Context: an optimization exercise on an open-source flow, tuned for small area. The choices shown serve that exercise and are no tape-out recipe. In this exercise RTL edits were held to simulation tests only and were not proved equivalent to the original. No driver is modelled on the clock port, so clocking that relies on it looks cheaper here than on a real chip. Power is estimated from default activity; no workload was simulated.

red:
==> flow/design.v (excerpt) <==
module maze_game (
    input clk, input rst, input tick15, input tick_hsec, input key,
    input [2:0] key_num, input [2:0] volume,
    output [15:0] LED, output [6:0] DISPLAY, output reg [3:0] DIGIT,
    output [3:0] vgaRed, output [3:0] vgaGreen, output [3:0] vgaBlue,
    output hsync, output vsync, output reg sound_effect
);
    localparam INIT = 3'd0, WAIT = 3'd1, GAME = 3'd2, WIN = 3'd3, LOSE = 3'd4;
    function [2:0] char_rom(input [3:0] r, input [3:0] c);
        case ({r, c})
            8'd6: char_rom = 3'd1;
            8'd7: char_rom = 3'd1;
            8'd8: char_rom = 3'd1;
            8'd9: char_rom = 3'd1;
            8'd10: char_rom = 3'd1;
            8'd11: char_rom = 3'd1;
            8'd21: char_rom = 3'd1;
            8'd22: char_rom = 3'd7;
            8'd23: char_rom = 3'd7;
            8'd24: char_rom = 3'd7;
            8'd25: char_rom = 3'd7;
            8'd26: char_rom = 3'd1;
            8'd36: char_rom = 3'd1;
            8'd37: char_rom = 3'd7;
            8'd38: char_rom = 3'd7;
            8'd39: char_rom = 3'd7;
            8'd40: char_rom = 3'd7;
            8'd41: char_rom = 3'd7;
            8'd42: char_rom = 3'd1;
            8'd52: char_rom = 3'd1;
            8'd53: char_rom = 3'd7;
            8'd54: char_rom = 3'd4;
            8'd55: char_rom = 3'd7;
            8'd56: char_rom = 3'd4;
            8'd57: char_rom = 3'd7;
            8'd58: char_rom = 3'd7;
            8'd59: char_rom = 3'd1;
            8'd68: char_rom = 3'd1;
            8'd69: char_rom = 3'd7;
            8'd70: char_rom = 3'd7;
            8'd71: char_rom = 3'd7;
            8'd72: char_rom = 3'd7;
            8'd73: char_rom = 3'd6;
            8'd74: char_rom = 3'd7;
            8'd75: char_rom = 3'd1;
            8'd81: char_rom = 3'd1;
            8'd82: char_rom = 3'd1;
            8'd83: char_rom = 3'd1;
            8'd84: char_rom = 3'd7;
            8'd85: char_rom = 3'd7;
            8'd86: char_rom = 3'd6;
            8'd87: char_rom = 3'd6;
            8'd88: char_rom = 3'd6;
            8'd89: char_rom = 3'd7;
            8'd90: char_rom = 3'd7;
  ...
Settings: LEC_CHECK=0, ABC_AREA=1, CAP_MARGIN=20, CORE_MARGIN=2, CORE_UTILIZATION=60, GPL_TIMING_DRIVEN=0, SLEW_MARGIN=20, SYNTH_MEMORY_MAX_BITS=65536; clock period 40.0 ns.
standard.sh (not shown) runs the stock make flow with config.mk's settings and CLKGATE_MAP_FILE= SYNTH_SCRIPT=/design/flow/synth_recipe.tcl, a recipe that flattens the netlist after the stock synthesis.
==> flow/flow/run.sh <==
#!/bin/bash
# Own flow: the standard synthesis, then its combinational logic is re-optimised for area
# (registers are left exactly as the standard synthesis made them; ABC's deepsyn runs with four
# seeds in parallel and the smallest result is kept), then the standard layout with
# minimum-size port buffers and no CTS dummy loads. Each tool's output goes to its own
# log_*.txt here.
set -euo pipefail
W=$(cd "$(dirname "$0")/.." && pwd)
cd "$W"
LIB=$FLOW_HOME/platforms/sky130hd/lib/sky130_fd_sc_hd__tt_025C_1v80.lib
YOSYS=$(command -v yosys || echo "$FLOW_HOME/../tools/install/yosys/bin/yosys")
R=orfs/results/sky130hd/maze_game/base

bash standard.sh synth > log_1_synth.txt 2>&1
cp $R/1_2_yosys.v synth_standard.v

python3 flow/mkmodels.py "$LIB" comb_models.v > log_2_models.txt 2>&1
DU=$(grep -o "sky130_fd_sc_hd__\(lpflow\|probe\)[a-z0-9_]*" "$FLOW_HOME/platforms/sky130hd/config.mk" | sort -u | sed "s/^/-dont_use /" | tr "\n" " ")
resynth() {
  S=$1
  printf 'strash\n&get -n\n&deepsyn -S %d -T 60\n&put\ndch -f\namap -F 10 -A 30\nstrash\n&get -n\n&deepsyn -S %d -T 60\n&put\ndch -f\namap -F 10 -A 30\ntopo\n' \
    "$S" "$((S + 10))" > resynth_$S.abc
  "$YOSYS" -l log_3_resynth_$S.txt -p "read_liberty -lib $LIB; read_verilog -overwrite comb_models.v; \
    read_verilog synth_standard.v; hierarchy -top maze_game; flatten; opt -purge; techmap; opt -fast -purge; \
    abc -liberty $LIB $DU -script $W/resynth_$S.abc; opt_clean -purge; setundef -zero; \
    hilomap -singleton -hicell sky130_fd_sc_hd__conb_1 HI -locell sky130_fd_sc_hd__conb_1 LO; \
    rename -hide w:*.*; opt_clean -purge; insbuf -buf sky130_fd_sc_hd__buf_1 A X; splitnets; opt_clean -purge; \
    write_verilog -noattr resynth_$S.v; tee -o resynth_stat_$S.txt stat -liberty $LIB" > /dev/null
}
PIDS=""
for S in 1 2 3 4; do resynth $S & PIDS="$PIDS $!"; done
for P in $PIDS; do wait $P; done
BEST=""; BA=""
for S in 1 2 3 4; do
  A=$(awk '/Chip area/ {print $NF}' resynth_stat_$S.txt)
  echo "seed $S: $A" >> log_3_resynth_choice.txt
  if [ -z "$BA" ] || awk -v a="$A" -v b="$BA" 'BEGIN {exit !(a < b)}'; then BEST=$S; BA=$A; fi
done
echo "kept seed $BEST: $BA" >> log_3_resynth_choice.txt
cp resynth_$BEST.v $R/1_2_yosys.v
rm -f $R/1_synth.odb $R/1_synth.sdc

bash standard.sh "BUFFER_PORTS_ARGS=-buffer_cell sky130_fd_sc_hd__buf_1" \
  "CTS_ARGS=-sink_clustering_enable -repair_clock_nets -dont_use_dummy_load" \
  finish > log_4_layout.txt 2>&1
Other scripts of this flow, unchanged in this note and not shown: flow/flow/mkmodels.py
For blue, these inputs were changed with respect to red:
# red
export LEC_CHECK = 0
export ABC_AREA = 1
export CAP_MARGIN = 20
export CORE_MARGIN = 2
export CORE_UTILIZATION = 60
export GPL_TIMING_DRIVEN = 0
export SLEW_MARGIN = 20
export SYNTH_MEMORY_MAX_BITS = 65536
create_clock -name core_clock -period 40.0 [get_ports {clk}]
# blue
export LEC_CHECK = 0
export ABC_AREA = 1
export CAP_MARGIN = 20
export CORE_MARGIN = 2
export CORE_UTILIZATION = 60
export SLEW_MARGIN = 20
export SYNTH_MEMORY_MAX_BITS = 65536
create_clock -name core_clock -period 40.0 [get_ports {clk}]
==> flow/flow/run.sh <==
#!/bin/bash
# Own flow: the standard synthesis, then its combinational logic is re-optimised for area
# (registers are left exactly as the standard synthesis made them; two ABC scripts are tried
# and the smaller result is kept), then the standard layout with minimum-size port buffers and
# a lighter clock tree. Each tool's output goes to its own log_*.txt here.
set -euo pipefail
W=$(cd "$(dirname "$0")/.." && pwd)
cd "$W"
LIB=$FLOW_HOME/platforms/sky130hd/lib/sky130_fd_sc_hd__tt_025C_1v80.lib
YOSYS=$(command -v yosys || echo "$FLOW_HOME/../tools/install/yosys/bin/yosys")
R=orfs/results/sky130hd/maze_game/base

bash standard.sh synth > log_1_synth.txt 2>&1
cp $R/1_2_yosys.v synth_standard.v

python3 flow/mkmodels.py "$LIB" comb_models.v > log_2_models.txt 2>&1
DU=$(grep -o "sky130_fd_sc_hd__\(lpflow\|probe\)[a-z0-9_]*" "$FLOW_HOME/platforms/sky130hd/config.mk" | sort -u | sed "s/^/-dont_use /" | tr "\n" " ")
resynth() {
  "$YOSYS" -l log_3_resynth_$1.txt -p "read_liberty -lib $LIB; read_verilog -overwrite comb_models.v; \
    read_verilog synth_standard.v; hierarchy -top maze_game; flatten; opt -purge; techmap; opt -fast -purge; \
    abc -liberty $LIB $DU -script $W/flow/resynth_$1.abc; opt_clean -purge; setundef -zero; \
    hilomap -singleton -hicell sky130_fd_sc_hd__conb_1 HI -locell sky130_fd_sc_hd__conb_1 LO; \
    rename -hide w:*.*; opt_clean -purge; insbuf -buf sky130_fd_sc_hd__buf_1 A X; splitnets; opt_clean -purge; \
    write_verilog -noattr resynth_$1.v; tee -o resynth_stat_$1.txt stat -liberty $LIB" > /dev/null
}
resynth a & PA=$!
resynth b & PB=$!
wait $PA; wait $PB
AA=$(awk '/Chip area/ {print $NF}' resynth_stat_a.txt)
AB=$(awk '/Chip area/ {print $NF}' resynth_stat_b.txt)
if awk -v a="$AA" -v b="$AB" 'BEGIN {exit !(a <= b)}'; then BEST=a; else BEST=b; fi
echo "resynth a: $AA  b: $AB  kept: $BEST" > log_3_resynth_choice.txt
cp resynth_$BEST.v $R/1_2_yosys.v
rm -f $R/1_synth.odb $R/1_synth.sdc

bash standard.sh "BUFFER_PORTS_ARGS=-buffer_cell sky130_fd_sc_hd__buf_1" \
  "CTS_ARGS=-sink_clustering_enable -repair_clock_nets -dont_use_dummy_load" \
  finish > log_4_layout.txt 2>&1
==> flow/flow/resynth_a.abc (new file) <==
strash
&get -n
&deepsyn -T 60
&put
dch -f
amap -F 10 -A 30
topo
==> flow/flow/resynth_b.abc (new file) <==
strash
&get -n
&deepsyn -T 60
&put
strash
&get -n
&dch -f
&nf -R 1000
&put
topo
==> comparison <==
- Summary of the comparison: final worst hold slack is lower in blue, relative to red.
- Diff red -> blue | sequential share of layout area | decrease of 0.67 points
- Between red and blue, the period utilization is higher for red.
- When blue is set beside red, its total length of routed wires turns out to be 9.4% larger.
- Taking red as the reference, in blue floorplan die height saw an increase; worst stage delay on the critical path dropped 0.39 ns.

---

maze_game, a different RTL version from the one above (not shown whole).
For scale: about 920 cells after synthesis, about 6200 um^2 of cells after synthesis.
// maze_game
module maze_game (
    input clk, input rst, input tick15, input tick_hsec, input key,
    input [2:0] key_num, input [2:0] volume,
    output [15:0] LED, output [6:0] DISPLAY, output reg [3:0] DIGIT,
    output [3:0] vgaRed, output [3:0] vgaGreen, output [3:0] vgaBlue,
    output hsync, output vsync, output reg sound_effect
);
    localparam INIT = 3'd0, WAIT = 3'd1, GAME = 3'd2, WIN = 3'd3, LOSE = 3'd4;
    function [2:0] char_rom(input [3:0] r, input [3:0] c);
        case ({r, c})
            8'd6: char_rom = 3'd1;
            8'd7: char_rom = 3'd1;
            8'd8: char_rom = 3'd1;
            8'd9: char_rom = 3'd1;
            8'd10: char_rom = 3'd1;
            8'd11: char_rom = 3'd1;
            8'd21: char_rom = 3'd1;
            8'd22: char_rom = 3'd7;
            8'd23: char_rom = 3'd7;
            8'd24: char_rom = 3'd7;
            8'd25: char_rom = 3'd7;
            8'd26: char_rom = 3'd1;
            8'd36: char_rom = 3'd1;
            8'd37: char_rom = 3'd7;
            8'd38: char_rom = 3'd7;
            8'd39: char_rom = 3'd7;
            8'd40: char_rom = 3'd7;
            8'd41: char_rom = 3'd7;
            8'd42: char_rom = 3'd1;
            8'd52: char_rom = 3'd1;
            8'd53: char_rom = 3'd7;
            8'd54: char_rom = 3'd4;
            8'd55: char_rom = 3'd7;
  ...
==> flow/config.mk <==
export PLATFORM = sky130hd
export DESIGN_NAME = maze_game
export DESIGN_NICKNAME = maze_game
export VERILOG_FILES = /design/flow/design.v
export SDC_FILE = /design/flow/constraint.sdc
export NUM_CORES = 4
export LEC_CHECK = 0
export ABC_AREA = 1
export CAP_MARGIN = 20
export CORE_MARGIN = 2
export CORE_UTILIZATION = 60
export GPL_TIMING_DRIVEN = 0
export SLEW_MARGIN = 20
export SYNTH_MEMORY_MAX_BITS = 65536
==> flow/constraint.sdc <==
create_clock -name core_clock -period 40.0 [get_ports {clk}]
set_input_delay 8.0000 -clock core_clock [delete_from_list [all_inputs] [get_ports {clk}]]
set_output_delay 8.0000 -clock core_clock [all_outputs]
set_load 0.01 [all_outputs]
==> flow/flow/run.sh <==
#!/bin/bash
# Own flow: the standard synthesis, then its combinational logic is re-optimised for area
# (registers are left exactly as the standard synthesis made them; ABC's deepsyn runs with four
# seeds in parallel and the smallest result is kept), then the standard layout with
# minimum-size port buffers and no CTS dummy loads. Each tool's output goes to its own
# log_*.txt here.
set -euo pipefail
W=$(cd "$(dirname "$0")/.." && pwd)
cd "$W"
LIB=$FLOW_HOME/platforms/sky130hd/lib/sky130_fd_sc_hd__tt_025C_1v80.lib
YOSYS=$(command -v yosys || echo "$FLOW_HOME/../tools/install/yosys/bin/yosys")
R=orfs/results/sky130hd/maze_game/base

bash standard.sh synth > log_1_synth.txt 2>&1
cp $R/1_2_yosys.v synth_standard.v

python3 flow/mkmodels.py "$LIB" comb_models.v > log_2_models.txt 2>&1
DU=$(grep -o "sky130_fd_sc_hd__\(lpflow\|probe\)[a-z0-9_]*" "$FLOW_HOME/platforms/sky130hd/config.mk" | sort -u | sed "s/^/-dont_use /" | tr "\n" " ")
resynth() {
  S=$1
  printf 'strash\n&get -n\n&deepsyn -S %d -T 60\n&put\ndch -f\namap -F 10 -A 30\nstrash\n&get -n\n&deepsyn -S %d -T 60\n&put\ndch -f\namap -F 10 -A 30\ntopo\n' \
    "$S" "$((S + 10))" > resynth_$S.abc
  "$YOSYS" -l log_3_resynth_$S.txt -p "read_liberty -lib $LIB; read_verilog -overwrite comb_models.v; \
    read_verilog synth_standard.v; hierarchy -top maze_game; flatten; opt -purge; techmap; opt -fast -purge; \
    abc -liberty $LIB $DU -script $W/resynth_$S.abc; opt_clean -purge; setundef -zero; \
    hilomap -singleton -hicell sky130_fd_sc_hd__conb_1 HI -locell sky130_fd_sc_hd__conb_1 LO; \
    rename -hide w:*.*; opt_clean -purge; insbuf -buf sky130_fd_sc_hd__buf_1 A X; splitnets; opt_clean -purge; \
    write_verilog -noattr resynth_$S.v; tee -o resynth_stat_$S.txt stat -liberty $LIB" > /dev/null
}
PIDS=""
for S in 1 2 3 4; do resynth $S & PIDS="$PIDS $!"; done
for P in $PIDS; do wait $P; done
BEST=""; BA=""
for S in 1 2 3 4; do
  A=$(awk '/Chip area/ {print $NF}' resynth_stat_$S.txt)
  echo "seed $S: $A" >> log_3_resynth_choice.txt
  if [ -z "$BA" ] || awk -v a="$A" -v b="$BA" 'BEGIN {exit !(a < b)}'; then BEST=$S; BA=$A; fi
done
echo "kept seed $BEST: $BA" >> log_3_resynth_choice.txt
cp resynth_$BEST.v $R/1_2_yosys.v
rm -f $R/1_synth.odb $R/1_synth.sdc

bash standard.sh "BUFFER_PORTS_ARGS=-buffer_cell sky130_fd_sc_hd__buf_1" \
  "CTS_ARGS=-sink_clustering_enable -repair_clock_nets -dont_use_dummy_load" \
  finish > log_4_layout.txt 2>&1
Other scripts of this flow, unchanged in this note and not shown: flow/flow/mkmodels.py
The starting point finished clean.
Next try:
--- a/flow/flow/run.sh
+++ b/flow/flow/run.sh
@@ -5 +5,2 @@
-# minimum-size port buffers and no CTS dummy loads. Each tool's output goes to its own
+# minimum-size port buffers, no CTS dummy loads and clock buffers downsized where the
+# clock-pin slew allows. Each tool's output goes to its own
@@ -43,3 +44,5 @@
-bash standard.sh "BUFFER_PORTS_ARGS=-buffer_cell sky130_fd_sc_hd__buf_1" \
-  "CTS_ARGS=-sink_clustering_enable -repair_clock_nets -dont_use_dummy_load" \
-  finish > log_4_layout.txt 2>&1
+KNOBS=("BUFFER_PORTS_ARGS=-buffer_cell sky130_fd_sc_hd__buf_1"
+       "CTS_ARGS=-sink_clustering_enable -repair_clock_nets -dont_use_dummy_load")
+bash standard.sh "${KNOBS[@]}" cts > log_4_to_cts.txt 2>&1
+RESULTS="$W/$R" LIB="$LIB" openroad -no_init -exit flow/downsize_clk.tcl > log_5_clock_downsize.txt 2>&1
+bash standard.sh "${KNOBS[@]}" finish > log_6_layout.txt 2>&1
==> flow/flow/downsize_clk.tcl (new file) <==
set results $::env(RESULTS)
read_liberty $::env(LIB)
read_db $results/4_cts.odb
read_sdc $results/4_cts.sdc
source $::env(FLOW_HOME)/platforms/sky130hd/setRC.tcl
set_propagated_clock [all_clocks]
estimate_parasitics -placement
proc worst_clk_slew {} {
  set worst 0
  foreach pin [get_pins -hierarchical */CLK] {
    set s [get_property $pin slew_max]
    if {$s > $worst} { set worst $s }
  }
  return $worst
}
set limit 0.110
puts "worst clock-pin slew before: [worst_clk_slew]"
set bufs {}
foreach inst [get_cells *] {
  set m [get_property $inst ref_name]
  if {$m eq "sky130_fd_sc_hd__clkbuf_8" || $m eq "sky130_fd_sc_hd__clkbuf_16"} {
    lappend bufs [list [get_property $inst full_name] $m]
  }
}
foreach b $bufs {
  lassign $b name m
  replace_cell [get_cells $name] sky130_fd_sc_hd__clkbuf_4
  estimate_parasitics -placement
  set w [worst_clk_slew]
  if {$w > $limit} {
    replace_cell [get_cells $name] $m
    estimate_parasitics -placement
    puts "kept $name as $m (clkbuf_4 would give $w)"
  } else {
    puts "$name: $m -> sky130_fd_sc_hd__clkbuf_4 (worst clock-pin slew $w)"
  }
}
puts "worst clock-pin slew after: [worst_clk_slew]"
report_clock_skew
write_db $results/4_cts.odb
The changed run finished clean.
Synthesized cell count is unchanged.
Count of clock-buffer cells in the layout is unchanged.
Sequential power barely changes.
Final area decreases by 0.37%.
Final cell count stays the same.
Combinational power hardly moves.
Area after synthesis stays the same.
Total power drops by 1.8%.
Sequential share of layout area rose by 0.11 points.
Flip-flop and latch count does not change.
Next try:
--- a/flow/flow/run.sh
+++ b/flow/flow/run.sh
@@ -3,2 +3,2 @@
-# (registers are left exactly as the standard synthesis made them; ABC's deepsyn runs with four
-# seeds in parallel and the smallest result is kept), then the standard layout with
+# (registers are left exactly as the standard synthesis made them; four rounds of ABC's deepsyn
+# and area mapping run for twelve seeds and the smallest result is kept), then the standard layout with
@@ -6,2 +6,3 @@
-# clock-pin slew allows. Each tool's output goes to its own
-# log_*.txt here.
+# clock-pin slew allows. Output ports that share a driver are left as assigns (no extra
+# buffers): the layout's port buffering gives each port a buffer of its own. Each tool's output
+# goes to its own log_*.txt here.
@@ -22,2 +23,5 @@
-  printf 'strash\n&get -n\n&deepsyn -S %d -T 60\n&put\ndch -f\namap -F 10 -A 30\nstrash\n&get -n\n&deepsyn -S %d -T 60\n&put\ndch -f\namap -F 10 -A 30\ntopo\n' \
-    "$S" "$((S + 10))" > resynth_$S.abc
+  : > resynth_$S.abc
+  for K in 0 1 2 3; do
+    printf 'strash\n&get -n\n&deepsyn -S %d -T 75\n&put\ndch -f\namap -F 10 -A 30\n' "$((S + 10 * K))" >> resynth_$S.abc
+  done
+  echo topo >> resynth_$S.abc
@@ -28,2 +32,2 @@
-    rename -hide w:*.*; opt_clean -purge; insbuf -buf sky130_fd_sc_hd__buf_1 A X; splitnets; opt_clean -purge; \
-    write_verilog -noattr resynth_$S.v; tee -o resynth_stat_$S.txt stat -liberty $LIB" > /dev/null
+    rename -hide w:*.*; opt_clean -purge; splitnets; opt_clean -purge; \
+    write_verilog -noattr -simple-lhs resynth_$S.v; tee -o resynth_stat_$S.txt stat -liberty $LIB" > /dev/null
@@ -31,3 +35,6 @@
-PIDS=""
-for S in 1 2 3 4; do resynth $S & PIDS="$PIDS $!"; done
-for P in $PIDS; do wait $P; done
+# twelve seeds, four at a time
+for BATCH in "1 2 3 4" "5 6 7 8" "9 10 11 12"; do
+  PIDS=""
+  for S in $BATCH; do resynth $S & PIDS="$PIDS $!"; done
+  for P in $PIDS; do wait $P; done
+done
@@ -35 +42 @@
-for S in 1 2 3 4; do
+for S in 1 2 3 4 5 6 7 8 9 10 11 12; do
- CORE_UTILIZATION: 60 -> 70
Effect: Final cell count is lower by a few percent. Worst setup slack gains 0.80 ns. Synthesized cell count is lower by a few percent. Utilization is higher by 13 points. Final area is lower by a few percent.
Next try:
--- a/flow/flow/run.sh
+++ b/flow/flow/run.sh
@@ -4 +4 @@
-# and area mapping run for twelve seeds and the smallest result is kept), then the standard layout with
+# and area mapping run for eight seeds and the smallest result is kept), then the standard layout with
@@ -6,3 +6,2 @@
-# clock-pin slew allows. Output ports that share a driver are left as assigns (no extra
-# buffers): the layout's port buffering gives each port a buffer of its own. Each tool's output
-# goes to its own log_*.txt here.
+# clock-pin slew allows. Each tool's output goes to its own
+# log_*.txt here.
@@ -32,2 +31,2 @@
-    rename -hide w:*.*; opt_clean -purge; splitnets; opt_clean -purge; \
-    write_verilog -noattr -simple-lhs resynth_$S.v; tee -o resynth_stat_$S.txt stat -liberty $LIB" > /dev/null
+    rename -hide w:*.*; opt_clean -purge; insbuf -buf sky130_fd_sc_hd__buf_1 A X; splitnets; opt_clean -purge; \
+    write_verilog -noattr resynth_$S.v; tee -o resynth_stat_$S.txt stat -liberty $LIB" > /dev/null
@@ -35,2 +34,2 @@
-# twelve seeds, four at a time
-for BATCH in "1 2 3 4" "5 6 7 8" "9 10 11 12"; do
+# eight seeds, four at a time
+for BATCH in "1 2 3 4" "5 6 7 8"; do
@@ -42 +41 @@
-for S in 1 2 3 4 5 6 7 8 9 10 11 12; do
+for S in 1 2 3 4 5 6 7 8; do
- CORE_UTILIZATION: 70 -> 60
Outcome:
- The changed run completed without violations
- synthesized area rises slightly
- non-clock buffer count rises by 8
- design area rises slightly
- cell count rises by a few percent
- via count falls by a few percent
- critical path depth falls by 2
- global-route usage falls by 5.6 points
- core utilization falls by 11 points
Next try:
--- a/flow/flow/run.sh
+++ b/flow/flow/run.sh
@@ -6,2 +6,3 @@
-# clock-pin slew allows. Each tool's output goes to its own
-# log_*.txt here.
+# clock-pin slew allows. Output ports that share a driver are left as assigns (no extra
+# buffers): the layout's port buffering gives each port a buffer of its own. Each tool's output
+# goes to its own log_*.txt here.
@@ -31,2 +32,2 @@
-    rename -hide w:*.*; opt_clean -purge; insbuf -buf sky130_fd_sc_hd__buf_1 A X; splitnets; opt_clean -purge; \
-    write_verilog -noattr resynth_$S.v; tee -o resynth_stat_$S.txt stat -liberty $LIB" > /dev/null
+    rename -hide w:*.*; opt_clean -purge; splitnets; opt_clean -purge; \
+    write_verilog -noattr -simple-lhs resynth_$S.v; tee -o resynth_stat_$S.txt stat -liberty $LIB" > /dev/null
The new run passed the timing, DRC and antenna checks.
Utilization barely changes.
Clock skew came out higher by 0.0038 ns.
Die area came out lower by about 0.5%.
Routed wire length came out higher by 2.2%.
Cell area came out lower by about 0.46%.

[static timing again, ports no longer ideal]
No port has a modelled driver above. Below, the same layouts with a new extraction and two added sets of constraints.
Step 1: set_driving_cell puts a clkbuf_16 on clk and a buf_2 on each other input, an assumption about the parent block.
Step 2 also shifts input and output timing later by t, the mid clock arrival at the registers, as if the neighbouring blocks saw the same clock.
Three values: ideal ports, drivers, drivers and shift; two values: the first two.
run	t, ns	setup slack, ns	worst setup path at the end	worst slew at a driven data input, ns	pins driven straight from the clock port
red	0.393	24.544 / 24.509 / 24.903	register to output	0.04	1
blue	0.398	25.041 / 25.006 / 25.404	register to output	0.04	1
the first run of note 2	0.395	23.023 / 22.985 / 23.380	register to output	0.03	1
the second run of note 2	0.484	22.839 / 22.804 / 23.288	register to output	0.03	1
the third run of note 2	0.472	23.644 / 23.612 / 24.085	register to output	0.05	1
the fourth run of note 2	0.520	23.660 / 23.630 / 24.150	register to output	0.04	1
the fifth run of note 2	0.485	23.724 / 23.693 / 24.178	register to output	0.04	1
After both steps every run listed still meets setup and hold.
